This design comes from an exercise in tuning for small area and a short achievable clock period on the open sky130 flow, not from production work. Power figures rest on the tool's default switching activity, not on a simulated workload.

## run A
// ALU
module ALU(
    input  [13:0] instruction,
    input  wire [19:0] A, B,
    input  cin, clk, rst,
    output reg [19:0] result,
    output wire [19:0] SX_flags,
    output wire reset,
    output reg carry_out,
    output wire halfword,
    output reg inc
);
Size in the first run: ~870 cells after synthesis, ~25 flip-flops, ~100 I/O pins, ~5200 um^2 of cells after synthesis.
Settings: LEC_CHECK=0, CAP_MARGIN=20, CORE_MARGIN=2, CORE_UTILIZATION=40, SETUP_SLACK_MARGIN=2.4, SLEW_MARGIN=20, TNS_END_PERCENT=20; clock period 6.0 ns.
standard.sh (not shown) runs the stock make flow with config.mk's settings and CLKGATE_MAP_FILE= SYNTH_SCRIPT=/design/flow/synth_recipe.tcl, a recipe that flattens the netlist after the stock synthesis.
==> flow/flow/run.sh <==
#!/bin/bash
# Layout: the standard flow (standard.sh) with
#  - its own synthesis script (flow/my_synth.tcl: same as synth_recipe.tcl, but
#    ABC maps with flow/abc.script, a delay-targeted mapping, and no full/half
#    adder cells are extracted),
#  - small port buffers (buf_1) instead of the default delay-cell buffers,
#    resized after global placement for the load each input port drives
#    (flow/post_gpl.tcl); every input and output port keeps its own buffer,
#  - one tie cell for the constant outputs.
set -uo pipefail
HERE=$(pwd)
bash standard.sh SYNTH_SCRIPT=$HERE/flow/my_synth.tcl ADDER_MAP_FILE= \
  "BUFFER_PORTS_ARGS=-buffer_cell sky130_fd_sc_hd__buf_1" \
  POST_GLOBAL_PLACE_TCL=$HERE/flow/post_gpl.tcl \
  SKIP_REPAIR_TIE_FANOUT=1 finish > flow_standard.log 2>&1
==> flow/flow/abc.script <==
strash
dch -f
map -D 1500
topo
buffer -c
upsize -D 1500
dnsize -D 1500
==> flow/flow/my_synth.tcl <==
# The standard flow's synthesis script (synth_recipe.tcl), except that ABC maps with
# abc.script beside this file (delay-targeted mapping) instead of ORFS's
# speed script. Registers are mapped exactly as in the standard synthesis.
set ::my_flow_dir [file dirname [file normalize [info script]]]
proc synth {args} { yosys synth -nofsm -noshare {*}$args }
proc abc {args} {
  set out {}
  set skip 0
  foreach a $args {
    if {$skip} { set skip 0; continue }
    if {$a eq "-script" || $a eq "-D"} { set skip 1; continue }
    lappend out $a
  }
  lappend out -script [file join $::my_flow_dir abc.script]
  puts "abc with [file join $::my_flow_dir abc.script]"
  yosys abc {*}$out
}
source $::env(SCRIPTS_DIR)/synth.tcl
# left out here: clear keep_hierarchy, flatten, clean up, hide names made inside functions, write 1_2_yosys.v
==> flow/flow/post_gpl.tcl <==
# Size each input port's buffer for the load it drives (buffer_ports puts the
# same small buffer on every port). Every port keeps exactly one buffer.
foreach inst [get_cells input*] {
  set master [get_property $inst ref_name]
  if {![string match "sky130_fd_sc_hd__buf_*" $master]} continue
  set net [get_nets -of_objects [get_pins [get_full_name $inst]/X]]
  set fo [llength [get_pins -of_objects $net -filter "direction == input"]]
  if {$fo >= 10} {
    set cell sky130_fd_sc_hd__buf_4
  } elseif {$fo >= 5} {
    set cell sky130_fd_sc_hd__buf_2
  } else {
    continue
  }
  puts "port buffer [get_full_name $inst]: fanout $fo, $master -> $cell"
  replace_cell [get_full_name $inst] $cell
}
Every stage of the flow completed for run A, and the final layout passed the timing, DRC and antenna checks.
[inputs] run B vs run A
==> flow/flow/run.sh <==
#!/bin/bash
# Layout: the standard flow (standard.sh) with
#  - its own synthesis script (flow/my_synth.tcl: same as synth_recipe.tcl, but
#    ABC maps with flow/abc.script, a delay-targeted mapping, and no full/half
#    adder cells are extracted), and
#  - small port buffers (buf_1) instead of the default delay-cell buffers;
#    every input and output port still gets its own buffer.
set -uo pipefail
HERE=$(pwd)
bash standard.sh SYNTH_SCRIPT=$HERE/flow/my_synth.tcl ADDER_MAP_FILE= \
  "BUFFER_PORTS_ARGS=-buffer_cell sky130_fd_sc_hd__buf_1" SKIP_REPAIR_TIE_FANOUT=1 finish > flow_standard.log 2>&1
==> flow/flow/abc.script <==
strash
dch -f
map -D 1000
topo
buffer -c
upsize -D 1000
dnsize -D 1000
removed: flow/flow/post_gpl.tcl
[summary]
Run A reports its highest-delay cell along the critical path as nor3_4 while run B reports o311ai_4.
Relative to run A, starting utilization of the core area increased by 0.42 points in run B.
Chip width in run B is 0.89% above run A.
Diff run A -> run B: leakage power summed over all cells fell by 2.1%, power share of the clock group lost 1.0 points, final-layout worst hold slack went down 5.7 ps, global-route wire length before repair moved up, synthesized net count +11.
Run B | stages: all done | timing, DRC, antenna: all pass
Run B vs run A — post-synthesis cell count rose 11.
Function was not checked in any run of this note: the RTL went through the layout flow alone.

-- port drivers added, routing unchanged --
Ports are ideal in the flow. The routed layouts listed here were re-timed in OpenROAD. Step 1: set_driving_cell puts a clkbuf_16 on clk and a buf_2 on each other input, an assumption about the parent block. Step 2 also shifts input and output timing later by t, the mid clock arrival at the registers, as if the neighbouring blocks saw the same clock. a / b / c = ideal / step 1 / step 2; a / b = the first two.
run	t, ns	setup slack, ns	worst hold slack (ns)	worst setup path at the end	latest minus earliest clock arrival (ns)
run A	0.305	2.446 / 2.466 / 2.161	0.481 / 0.481 / 0.481	input to register	0.002 / 0.002
run B	0.290	2.439 / 2.434 / 2.143	0.475 / 0.475 / 0.475	input to register	0.004 / 0.005
After both steps setup and hold are still met in every run listed. For run B, which loses most, drivers alone change the setup slack by -0.005 ns; drivers and shift together by -0.296 ns.
